Background: an optimization exercise with open tools, aiming at small area. Do not read the settings as production practice. The RTL was checked by simulation tests, not by an equivalence proof against the original design. No driver is modelled on the clock port, so clock power and skew are understated where the tree is cut down; a real chip needs a root buffer or a tree. Power figures rest on the tool's default switching activity, not on a simulated workload.

trial 51:
Design top, start of the top module:
module top
(
	CLOCK_50,
	KEY,
	SW,
	LEDR,
	HEX0,
	HEX1,
	HEX2,
	HEX3,
	HEX4,
	HEX5
);
input wire CLOCK_50;
input wire [3:0] KEY;
input wire [9:0] SW;
output wire [9:0] LEDR;
output wire [6:0] HEX0, HEX1, HEX2, HEX3, HEX4, HEX5;
localparam [3:0] S_INIT  = 4'd0,
                 S_SETUP = 4'd1,
                 S_FPGA  = 4'd2,    
                 S_FDONE = 4'd3,    
                 S_UOK   = 4'd4,    
                 S_UBAD  = 4'd5,    
                 S_DOK   = 4'd6,    
                 S_DBAD  = 4'd7,
                 S_COK   = 4'd8,    
                 S_CBAD  = 4'd9,
                 S_NEXT  = 4'd10,
                 S_NEXTW = 4'd11,    
                 S_RES   = 4'd12,
                 S_RESW  = 4'd13;
reg [3:0] st, nst;
reg [3:0] sync0, sync1, last;
always @(posedge CLOCK_50) begin
	sync0 <= KEY;
	sync1 <= sync0;
	last  <= sync1;
end
wire [3:0] press = last & ~sync1;
wire       any   = |press;
wire s_init = (st == S_INIT);
wire s_next = (st == S_NEXT) | (st == S_NEXTW);
wire rst_v  = SW[1] | s_next;      
wire rst_c  = s_init | s_next | (st == S_FDONE);     
reg [7:0] setup;
always @(posedge CLOCK_50) begin
	if (SW[1]) setup[7:6] <= 2'd0;
	else if (st == S_SETUP) setup[7:6] <= SW[9:8];
end
  ...
==> module top, before the edit <==
module top
(
	CLOCK_50,
	KEY,
	SW,
	LEDR,
	HEX0,
	HEX1,
	HEX2,
	HEX3,
	HEX4,
	HEX5
);
input wire CLOCK_50;
input wire [3:0] KEY;
input wire [9:0] SW;
output wire [9:0] LEDR;
output wire [6:0] HEX0, HEX1, HEX2, HEX3, HEX4, HEX5;
localparam [3:0] S_INIT  = 4'd0,
                 S_SETUP = 4'd1,
                 S_FPGA  = 4'd2,    
                 S_FDONE = 4'd3,    
                 S_UOK   = 4'd4,    
                 S_UBAD  = 4'd5,    
                 S_DOK   = 4'd6,    
                 S_DBAD  = 4'd7,
                 S_COK   = 4'd8,    
                 S_CBAD  = 4'd9,
                 S_NEXT  = 4'd10,
                 S_NEXTW = 4'd11,    
                 S_RES   = 4'd12,
                 S_RESW  = 4'd13;
reg [3:0] st, nst;
reg [3:0] sync0, sync1, last;
always @(posedge CLOCK_50) begin
	sync0 <= KEY;
	sync1 <= sync0;
	last  <= sync1;
end
wire [3:0] press = last & ~sync1;
wire       any   = |press;
wire s_init = (st == S_INIT);
wire s_next = (st == S_NEXT) | (st == S_NEXTW);
wire rst_v  = SW[1] | s_next;      
wire rst_c  = s_init | s_next | (st == S_FDONE);     
reg [7:0] setup;
always @(posedge CLOCK_50) begin
	if (SW[1]) setup[7:6] <= 2'd0;
	else if (st == S_SETUP) setup[7:6] <= SW[9:8];
end
always @(posedge CLOCK_50) begin
	if (st == S_SETUP) setup[5:0] <= SW[7:2];
end
wire [1:0] level = setup[7:6];
wire [1:0] map   = setup[5:4];
wire [3:0] lastr = setup[3:0];
reg [4:0] diva;
reg [3:0] divb;
wire wrap = diva[4] & ~diva[3] & ~diva[1] & ~diva[0];
always @(posedge CLOCK_50) begin
	if (s_init) begin
		diva <= 5'd0;
		divb <= 4'd0;
	end else begin
		diva <= wrap ? 5'd0 : {diva[3:0], ~(diva[4] ^ diva[2])};
		if (wrap) divb <= divb + 4'd1;
	end
end
wire t2   = wrap & ~divb[0];
wire t1   = wrap & (divb[1:0] == 2'b01);
wire t05  = wrap & (divb[2:0] == 3'b011);
wire t025 = wrap & (divb == 4'b0111);
reg  thz;
always @(*) begin
	case (level)
		2'd0: thz = t025;
		2'd1: thz = t05;
		2'd2: thz = t1;
		default: thz = t2;
	endcase
end
reg [3:0] cnt;
localparam [63:0] ITEM0 = 64'hAEAA9BAC6AD89BAC;
localparam [63:0] ITEM1 = 64'h64CE52EA58CA52EA;
wire [5:0] iaddr = {map, cnt};
wire [1:0] item  = {ITEM1[iaddr], ITEM0[iaddr]};
wire [3:0] item_oh = 4'b0001 << item;
reg  [3:0] round;
wire       cnt_end = (cnt == round);
always @(posedge CLOCK_50) begin
	if (SW[1]) round <= 4'd0;
	else if (st == S_COK && round != lastr) round <= round + 4'd1;
end
reg  [3:0] tempo;    
wire       tout = tempo[3] & tempo[1];
wire       uturn = (st == S_UOK) | (st == S_UBAD) | (st == S_DOK) | (st == S_DBAD);
always @(posedge CLOCK_50) begin
	if (rst_v) tempo <= 4'd0;
	else if (uturn & t1) tempo <= tempo + 4'd1;
end
reg [2:0] led;    
wire ustep = ((st == S_UOK) | (st == S_UBAD)) & any;
wire fstep = (st == S_FPGA) & thz;
always @(posedge CLOCK_50) begin
	if (rst_c) cnt <= 4'd0;
	else if (ustep | fstep) cnt <= cnt + 4'd1;
end
always @(posedge CLOCK_50) begin
	if (rst_v) led <= 3'd0;
	else if (fstep) led <= {1'b1, item};
end
wire pok = (press == item_oh);
always @(*) begin
	case (st)
		S_INIT:  nst = S_SETUP;
		S_SETUP: nst = SW[0] ? S_FPGA : S_SETUP;
		S_FPGA:  nst = (thz & cnt_end) ? S_FDONE : S_FPGA;
		S_FDONE: nst = S_UOK;
		S_UOK:   nst = tout ? S_RES :
		               any ? (cnt_end ? (pok ? S_DOK : S_DBAD) : (pok ? S_UOK : S_UBAD)) : S_UOK;
		S_UBAD:  nst = tout ? S_RES : (any & cnt_end) ? S_DBAD : S_UBAD;
		S_DOK:   nst = any ? S_CBAD : S_COK;
		S_DBAD:  nst = S_CBAD;
		S_COK:   nst = (round == lastr) ? S_NEXTW : S_NEXT;
		S_CBAD:  nst = S_RES;
		S_NEXT:  nst = S_FPGA;
		S_NEXTW: nst = S_RESW;
		S_RES:   nst = S_RES;
		S_RESW:  nst = S_RESW;
		default: nst = S_INIT;
	endcase
end
always @(posedge CLOCK_50) begin
	if (SW[1]) st <= S_INIT;
	else st <= nst;
end
wire sel = (st == S_RES) | (st == S_RESW);
wire win = (st == S_NEXTW) | (st == S_RESW);
function [6:0] dec7;
	input [3:0] v;
	case (v)
		4'h0: dec7 = ~7'b011_1111;
		4'h1: dec7 = ~7'b000_0110;
		4'h2: dec7 = ~7'b101_1011;
		4'h3: dec7 = ~7'b100_1111;
		4'h4: dec7 = ~7'b110_0110;
		4'h5: dec7 = ~7'b110_1101;
		4'h6: dec7 = ~7'b111_1101;
		4'h7: dec7 = ~7'b000_0111;
		4'h8: dec7 = ~7'b111_1111;
		4'h9: dec7 = ~7'b110_1111;
		4'hA: dec7 = ~7'b111_0111;
		4'hB: dec7 = ~7'b111_1100;
		4'hC: dec7 = ~7'b011_1001;
		4'hD: dec7 = ~7'b101_1110;
		4'hE: dec7 = ~7'b111_1001;
		default: dec7 = ~7'b111_0001;
	endcase
endfunction
wire [5:0] points = level * round;
localparam [111:0] TSEG = 112'b1111000100001000100100011001111000010000000010000000000011110000000010001001000110010110000010010011110011000000;
wire [6:0] tseg = TSEG[tempo*7 +: 7];
assign HEX5 = sel ? (win ? ~7'b011_1110 : ~7'b111_0001) : ~7'b011_1000;
assign HEX4 = sel ? (win ? ~7'b110_1101 : ~7'b111_0011) : dec7({2'b00, level});
assign HEX3 = sel ? ~7'b111_0001 : (win ? ~7'b111_1101 : ~7'b111_1001);
assign HEX2 = sel ? (win ? ~7'b101_0000 : ~7'b111_0111) : tseg;
wire [6:0] phseg = points[5] ? 7'b0100100 : (points[4] ? 7'b1111001 : 7'b1000000);
assign HEX1 = sel ? phseg : ~7'b101_0000;
assign HEX0 = dec7(sel ? points[3:0] : round);
assign LEDR[9:6] = ~KEY;
assign LEDR[5:4] = 2'b11;
assign LEDR[3:0] = {led[1] & led[0], led[1] & ~led[0], ~led[1] & led[0], led[2] & ~led[1] & ~led[0]};
endmodule
clock: 10.0 ns
lec_check: 0
cap_margin: 20
core_margin: 2
core_utilization: 40
slew_margin: 20
standard.sh (not shown) runs the stock make flow with config.mk's settings and CLKGATE_MAP_FILE= SYNTH_SCRIPT=/design/flow/synth_recipe.tcl, a recipe that flattens the netlist after the stock synthesis.
==> flow/flow/run.sh <==
#!/bin/bash
# Layout flow: the standard synthesis; the combinational logic re-mapped
# for area (registers, their names and cell types kept; the smallest of a few
# ABC runs is used); then the standard layout with 1x port buffers and
# clock tree buffers sized down to what the flip-flop clock slews allow.
set -euo pipefail
W=$PWD
R=$W/orfs/results/${FLOW_PLATFORM:-sky130hd}/top/base
F=$W/flow
LIB=${FLOW_HOME}/platforms/sky130hd/lib/sky130_fd_sc_hd__tt_025C_1v80.lib

# 1. standard synthesis
bash standard.sh "$R/1_2_yosys.v" > synth.log 2>&1

# 2. re-map the combinational logic for area, a few seeds in parallel
cp "$R/1_2_yosys.v" "$W/1_2_yosys_standard.v"
DU=$(grep -o 'sky130_fd_sc_hd__[a-z0-9_]*' "$F/dont_use.txt" | sed 's/^/-dont_use /' | tr '\n' ' ')
for S in 1 2 3 4 5 6 7 8 9 10 11 12 13 14 15 16; do
  if [ $((S % 2)) = 1 ]; then MAP="amap"; else MAP="amap -m"; fi
  if [ $S -le 8 ]; then DS="-I 1 -T 10"; else DS="-I 2 -T 30"; fi
  sed -e "s#@SEED@#$S#g" -e "s#@MAP@#$MAP#g" -e "s#@DS@#$DS#g" "$F/area.abc" > "$W/area_$S.abc"
  sed -e "s#@LIB@#$LIB#g" -e "s#@IN@#$W/1_2_yosys_standard.v#g" -e "s#@OUT@#$W/reopt_$S.v#g" \
      -e "s#@DU@#$DU#g" -e "s#@ABC@#$W/area_$S.abc#g" "$F/reopt.ys" > "$W/reopt_$S.ys"
  yosys -l "$W/reopt_$S.log" -s "$W/reopt_$S.ys" > /dev/null 2>&1 &
  if [ $((S % 4)) = 0 ]; then wait; fi
done
wait
best=""; besta=""
for S in 1 2 3 4 5 6 7 8 9 10 11 12 13 14 15 16; do
  sed -e "s#@LIB@#$LIB#g" -e "s#@OUT@#$W/reopt_$S.v#g" -e "s#@STAT@#$W/reopt_stat_$S.txt#g" "$F/check.ys" > "$W/check_$S.ys"
  if yosys -l "$W/check_$S.log" -s "$W/check_$S.ys" > /dev/null 2>&1; then
    a=$(grep "Chip area" "$W/reopt_stat_$S.txt" | awk '{print $NF}')
    echo "seed $S area $a" >> "$W/reopt_choice.txt"
    if [ -z "$besta" ] || awk -v a="$a" -v b="$besta" 'BEGIN{exit !(a<b)}'; then best=$S; besta=$a; fi
  fi
done
if [ -n "$best" ]; then
  echo "chosen seed $best" >> "$W/reopt_choice.txt"
  cp "$W/reopt_$best.v" "$R/1_2_yosys.v"
else
  echo "no re-mapped netlist passed its check; keeping the standard one" >> "$W/reopt_choice.txt"
fi

# 3. the rest of the standard layout
export BUFFER_PORTS_ARGS="-buffer_cell sky130_fd_sc_hd__buf_1"
export CTS_ARGS="-sink_clustering_enable -repair_clock_nets -dont_use_dummy_load"
export POST_CTS_TCL="$F/post_cts.tcl"
# one tie cell per constant value instead of one per constant output
export SKIP_REPAIR_TIE_FANOUT=1
bash standard.sh finish > layout.log 2>&1
Other scripts of this flow, unchanged in this note and not shown: flow/flow/area.abc, flow/flow/check.ys, flow/flow/dont_use.txt, flow/flow/post_cts.tcl, flow/flow/reopt.ys
The inputs of trial 11 differ from those of trial 51 as listed below.
diff --git a/flow/design.v b/flow/design.v
--- a/flow/design.v
+++ b/flow/design.v
@@ -80,11 +80,11 @@
 	endcase
 end
 reg [3:0] cnt;
-localparam [63:0] ITEM0 = 64'hAEAA9BAC6AD89BAC;
-localparam [63:0] ITEM1 = 64'h64CE52EA58CA52EA;
+localparam [63:0] ITEM0 = 64'h64CE52EA58CA52EA;
+localparam [63:0] ITEM1 = 64'h359B36B9CDED36B9;
 wire [5:0] iaddr = {map, cnt};
 wire [1:0] item  = {ITEM1[iaddr], ITEM0[iaddr]};
-wire [3:0] item_oh = 4'b0001 << item;
+wire [3:0] item_oh = {item == 2'd3, item == 2'd1, item == 2'd0, item == 2'd2};
 reg  [3:0] round;
 wire       cnt_end = (cnt == round);
 always @(posedge CLOCK_50) begin
@@ -169,5 +169,5 @@
 assign HEX0 = dec7(sel ? points[3:0] : round);
 assign LEDR[9:6] = ~KEY;
 assign LEDR[5:4] = 2'b11;
-assign LEDR[3:0] = {led[1] & led[0], led[1] & ~led[0], ~led[1] & led[0], led[2] & ~led[1] & ~led[0]};
+assign LEDR[3:0] = {(led[1:0] == 2'd3), (led[1:0] == 2'd1), (led[2] & (led[1:0] == 2'd0)), (led[1:0] == 2'd2)};
 endmodule
[summary]
Trial 51 and trial 11 ended up with roughly the same share of layout cells above drive strength 1.
On final routed wirelength across all metal layers, trial 51 and trial 11 are neck and neck.
Between trial 11 and trial 51, the design area figures differ only marginally.
Of trial 51 and trial 11, trial 11 shows the higher worst max-slew margin expressed relative to the limit, with trial 51 below it.
First-pass GRT wire length of trial 11 exceeds that of trial 51 by a few percent.
Summary of trial 11 over trial 51: switching share of power increased 2.4 points; synthesized cell count decreased 0.94%.

* * *

top, a different RTL version from the one above (not shown whole).
Size: ~320 cells after synthesis.
==> module top, before the edit <==
module top
(
	CLOCK_50,
	KEY,
	SW,
	LEDR,
	HEX0,
	HEX1,
	HEX2,
	HEX3,
	HEX4,
	HEX5
);
input wire CLOCK_50;
input wire [3:0] KEY;
input wire [9:0] SW;
output wire [9:0] LEDR;
output wire [6:0] HEX0, HEX1, HEX2, HEX3, HEX4, HEX5;
localparam [3:0] S_INIT  = 4'd0,
                 S_SETUP = 4'd1,
                 S_FPGA  = 4'd2,    
                 S_FDONE = 4'd3,    
                 S_UOK   = 4'd4,    
                 S_UBAD  = 4'd5,    
                 S_DOK   = 4'd7,    
                 S_DBAD  = 4'd6,
                 S_COK   = 4'd8,    
                 S_CBAD  = 4'd12,
                 S_NEXT  = 4'd10,
                 S_NEXTW = 4'd11,    
                 S_RES   = 4'd9,
                 S_RESW  = 4'd13;
reg [3:0] st, nst;
reg [3:0] sync0, sync1, last;
always @(posedge CLOCK_50) begin
	sync0 <= KEY;
	sync1 <= sync0;
	last  <= sync1;
end
wire [3:0] press = last & ~sync1;
wire       any   = |press;
wire s_init = (st == S_INIT);
wire s_next = (st == S_NEXT) | (st == S_NEXTW);
wire rst_v  = SW[1] | s_next;      
wire rst_c  = s_init | s_next | (st == S_FDONE);     
reg [7:0] setup;
always @(posedge CLOCK_50) begin
	if (SW[1]) setup[7:6] <= 2'd0;
	else if (st == S_SETUP) setup[7:6] <= SW[9:8];
end
always @(posedge CLOCK_50) begin
	if (st == S_SETUP) setup[5:0] <= SW[7:2];
end
wire [1:0] level = setup[7:6];
wire [1:0] map   = setup[5:4];
wire [3:0] lastr = setup[3:0];
reg [4:0] diva;
reg [3:0] divb;
wire wrap = diva[4] & ~diva[3] & ~diva[1] & ~diva[0];
always @(posedge CLOCK_50) begin
	if (s_init) begin
		diva <= 5'd0;
		divb <= 4'd0;
	end else begin
		diva <= wrap ? 5'd0 : {diva[3:0], ~(diva[4] ^ diva[2])};
		if (wrap) divb <= divb + 4'd1;
	end
end
wire t2   = wrap & ~divb[0];
wire t1   = wrap & (divb[1:0] == 2'b01);
wire t05  = wrap & (divb[2:0] == 3'b011);
wire t025 = wrap & (divb == 4'b0111);
reg  thz;
always @(*) begin
	case (level)
		2'd0: thz = t025;
		2'd1: thz = t05;
		2'd2: thz = t1;
		default: thz = t2;
	endcase
end
reg [3:0] cnt;
localparam [63:0] ITEM0 = 64'hAEAA9BAC6AD89BAC;
localparam [63:0] ITEM1 = 64'h64CE52EA58CA52EA;
wire [5:0] iaddr = {map, cnt};
wire [1:0] item  = {ITEM1[iaddr], ITEM0[iaddr]};
wire [3:0] item_oh = 4'b0001 << item;
reg  [3:0] round;
wire       cnt_end = (cnt == round);
always @(posedge CLOCK_50) begin
	if (SW[1]) round <= 4'd0;
	else if (st == S_COK && round != lastr) round <= round + 4'd1;
end
reg  [3:0] tempo;    
wire       tout = tempo[3] & tempo[1];
wire       uturn = (st == S_UOK) | (st == S_UBAD) | (st == S_DOK) | (st == S_DBAD);
always @(posedge CLOCK_50) begin
	if (rst_v) tempo <= 4'd0;
	else if (uturn & t1) tempo <= tempo + 4'd1;
end
reg [2:0] led;    
wire ustep = ((st == S_UOK) | (st == S_UBAD)) & any;
wire fstep = (st == S_FPGA) & thz;
always @(posedge CLOCK_50) begin
	if (rst_c) cnt <= 4'd0;
	else if (ustep | fstep) cnt <= cnt + 4'd1;
end
always @(posedge CLOCK_50) begin
	if (rst_v) led <= 3'd0;
	else if (fstep) led <= {1'b1, item};
end
wire pok = (press == item_oh);
always @(*) begin
	case (st)
		S_INIT:  nst = S_SETUP;
		S_SETUP: nst = SW[0] ? S_FPGA : S_SETUP;
		S_FPGA:  nst = (thz & cnt_end) ? S_FDONE : S_FPGA;
		S_FDONE: nst = S_UOK;
		S_UOK:   nst = tout ? S_RES :
		               any ? (cnt_end ? (pok ? S_DOK : S_DBAD) : (pok ? S_UOK : S_UBAD)) : S_UOK;
		S_UBAD:  nst = tout ? S_RES : (any & cnt_end) ? S_DBAD : S_UBAD;
		S_DOK:   nst = any ? S_CBAD : S_COK;
		S_DBAD:  nst = S_CBAD;
		S_COK:   nst = (round == lastr) ? S_NEXTW : S_NEXT;
		S_CBAD:  nst = S_RES;
		S_NEXT:  nst = S_FPGA;
		S_NEXTW: nst = S_RESW;
		S_RES:   nst = S_RES;
		S_RESW:  nst = S_RESW;
		default: nst = S_INIT;
	endcase
end
always @(posedge CLOCK_50) begin
	if (SW[1]) st <= S_INIT;
	else st <= nst;
end
wire sel = (st == S_RES) | (st == S_RESW);
wire win = (st == S_NEXTW) | (st == S_RESW);
function [6:0] dec7;
	input [3:0] v;
	case (v)
		4'h0: dec7 = ~7'b011_1111;
		4'h1: dec7 = ~7'b000_0110;
		4'h2: dec7 = ~7'b101_1011;
		4'h3: dec7 = ~7'b100_1111;
		4'h4: dec7 = ~7'b110_0110;
		4'h5: dec7 = ~7'b110_1101;
		4'h6: dec7 = ~7'b111_1101;
		4'h7: dec7 = ~7'b000_0111;
		4'h8: dec7 = ~7'b111_1111;
		4'h9: dec7 = ~7'b110_1111;
		4'hA: dec7 = ~7'b111_0111;
		4'hB: dec7 = ~7'b111_1100;
		4'hC: dec7 = ~7'b011_1001;
		4'hD: dec7 = ~7'b101_1110;
		4'hE: dec7 = ~7'b111_1001;
		default: dec7 = ~7'b111_0001;
	endcase
endfunction
wire [5:0] points = level * round;
localparam [111:0] TSEG = 112'b1111000100001000100100011001111000010000000010000000000011110000000010001001000110010110000010010011110011000000;
wire [6:0] tseg = TSEG[tempo*7 +: 7];
assign HEX5 = sel ? (win ? ~7'b011_1110 : ~7'b111_0001) : ~7'b011_1000;
assign HEX4 = sel ? (win ? ~7'b110_1101 : ~7'b111_0011) : dec7({2'b00, level});
assign HEX3 = sel ? ~7'b111_0001 : (win ? ~7'b111_1101 : ~7'b111_1001);
assign HEX2 = sel ? (win ? ~7'b101_0000 : ~7'b111_0111) : tseg;
wire [6:0] phseg = points[5] ? 7'b0100100 : (points[4] ? 7'b1111001 : 7'b1000000);
assign HEX1 = sel ? phseg : ~7'b101_0000;
assign HEX0 = dec7(sel ? points[3:0] : round);
assign LEDR[9:6] = ~KEY;
assign LEDR[5:4] = 2'b11;
assign LEDR[3:0] = {led[1] & led[0], led[1] & ~led[0], ~led[1] & led[0], led[2] & ~led[1] & ~led[0]};
endmodule
==> flow/config.mk <==
export PLATFORM = sky130hd
export DESIGN_NAME = top
export DESIGN_NICKNAME = top
export VERILOG_FILES = /design/flow/design.v
export SDC_FILE = /design/flow/constraint.sdc
export NUM_CORES = 4
export LEC_CHECK = 0
export CAP_MARGIN = 20
export CORE_MARGIN = 2
export CORE_UTILIZATION = 40
export SLEW_MARGIN = 20
==> flow/constraint.sdc <==
create_clock -name core_clock -period 10.0 [get_ports {CLOCK_50}]
set_input_delay 2.0000 -clock core_clock [delete_from_list [all_inputs] [get_ports {CLOCK_50}]]
set_output_delay 2.0000 -clock core_clock [all_outputs]
set_load 0.01 [all_outputs]
==> flow/flow/run.sh <==
#!/bin/bash
# Layout flow: the standard synthesis; the combinational logic re-mapped
# for area (registers, their names and cell types kept; the smallest of a few
# ABC runs is used); then the standard layout with 1x port buffers and
# clock tree buffers sized down to what the flip-flop clock slews allow.
set -euo pipefail
W=$PWD
R=$W/orfs/results/${FLOW_PLATFORM:-sky130hd}/top/base
F=$W/flow
LIB=${FLOW_HOME}/platforms/sky130hd/lib/sky130_fd_sc_hd__tt_025C_1v80.lib

# 1. standard synthesis
bash standard.sh "$R/1_2_yosys.v" > synth.log 2>&1

# 2. re-map the combinational logic for area, a few seeds in parallel
cp "$R/1_2_yosys.v" "$W/1_2_yosys_standard.v"
DU=$(grep -o 'sky130_fd_sc_hd__[a-z0-9_]*' "$F/dont_use.txt" | sed 's/^/-dont_use /' | tr '\n' ' ')
for S in 1 2 3 4 5 6 7 8 9 10 11 12 13 14 15 16; do
  if [ $((S % 2)) = 1 ]; then MAP="amap"; else MAP="amap -m"; fi
  sed -e "s#@SEED@#$S#g" -e "s#@MAP@#$MAP#g" "$F/area.abc" > "$W/area_$S.abc"
  sed -e "s#@LIB@#$LIB#g" -e "s#@IN@#$W/1_2_yosys_standard.v#g" -e "s#@OUT@#$W/reopt_$S.v#g" \
      -e "s#@DU@#$DU#g" -e "s#@ABC@#$W/area_$S.abc#g" "$F/reopt.ys" > "$W/reopt_$S.ys"
  yosys -l "$W/reopt_$S.log" -s "$W/reopt_$S.ys" > /dev/null 2>&1 &
  if [ $((S % 4)) = 0 ]; then wait; fi
done
wait
best=""; besta=""
for S in 1 2 3 4 5 6 7 8 9 10 11 12 13 14 15 16; do
  sed -e "s#@LIB@#$LIB#g" -e "s#@OUT@#$W/reopt_$S.v#g" -e "s#@STAT@#$W/reopt_stat_$S.txt#g" "$F/check.ys" > "$W/check_$S.ys"
  if yosys -l "$W/check_$S.log" -s "$W/check_$S.ys" > /dev/null 2>&1; then
    a=$(grep "Chip area" "$W/reopt_stat_$S.txt" | awk '{print $NF}')
    echo "seed $S area $a" >> "$W/reopt_choice.txt"
    if [ -z "$besta" ] || awk -v a="$a" -v b="$besta" 'BEGIN{exit !(a<b)}'; then best=$S; besta=$a; fi
  fi
done
if [ -n "$best" ]; then
  echo "chosen seed $best" >> "$W/reopt_choice.txt"
  cp "$W/reopt_$best.v" "$R/1_2_yosys.v"
else
  echo "no re-mapped netlist passed its check; keeping the standard one" >> "$W/reopt_choice.txt"
fi

# 3. the rest of the standard layout
export BUFFER_PORTS_ARGS="-buffer_cell sky130_fd_sc_hd__buf_1"
export CTS_ARGS="-sink_clustering_enable -repair_clock_nets -dont_use_dummy_load"
export POST_CTS_TCL="$F/post_cts.tcl"
# one tie cell per constant value instead of one per constant output
export SKIP_REPAIR_TIE_FANOUT=1
bash standard.sh finish > layout.log 2>&1
Other scripts of this flow, unchanged in this note and not shown: flow/flow/area.abc, flow/flow/check.ys, flow/flow/dont_use.txt, flow/flow/post_cts.tcl, flow/flow/reopt.ys
Change:
--- a/flow/design.v
+++ b/flow/design.v
@@ -23,11 +23,11 @@
                  S_UOK   = 4'd4,    
                  S_UBAD  = 4'd5,    
-                 S_DOK   = 4'd7,    
-                 S_DBAD  = 4'd6,
+                 S_DOK   = 4'd6,    
+                 S_DBAD  = 4'd7,
                  S_COK   = 4'd8,    
-                 S_CBAD  = 4'd12,
+                 S_CBAD  = 4'd9,
                  S_NEXT  = 4'd10,
                  S_NEXTW = 4'd11,    
-                 S_RES   = 4'd9,
+                 S_RES   = 4'd12,
                  S_RESW  = 4'd13;
 reg [3:0] st, nst;
What happened: Combinational power went down by a quarter to a third; routed wire length went up by a few percent; die area is about the same; clock power went down slightly; area after synthesis hardly moves; utilization went down by 0.22 points; non-clock buffer count went down by 1; cell count hardly moves; maximum frequency went down slightly; worst setup slack got worse by 0.071 ns; synthesized cell count went up slightly.

port drivers added, routing unchanged:
The flow's constraints put no driver on any port. The routed layouts listed below were extracted and timed again, unchanged, in two steps.
Step 1 assumes that a clkbuf_16 drives the clock port and a buf_2 every other input.
Step 2 moves the port delays by t, midway between the first and last clock arrival at a register: inputs arrive t later, outputs are due t later. That takes back most of the time a late clock gives input paths.
Slacks: ideal / step 1 / step 2; pairs: ideal / step 1.
run | t, ns | setup slack, ns | worst data-port slew with drivers (ns)
trial 51 | 0.170 | 4.460 / 4.404 / 4.574 | 0.03
trial 11 | 0.170 | 5.058 / 5.004 / 5.174 | 0.03
the first run of note 2 | 0.382 | 4.064 / 4.036 / 4.418 | 0.03
the second run of note 2 | 0.385 | 3.992 / 3.969 / 4.355 | 0.04
After both steps setup and hold are still met in every run listed.
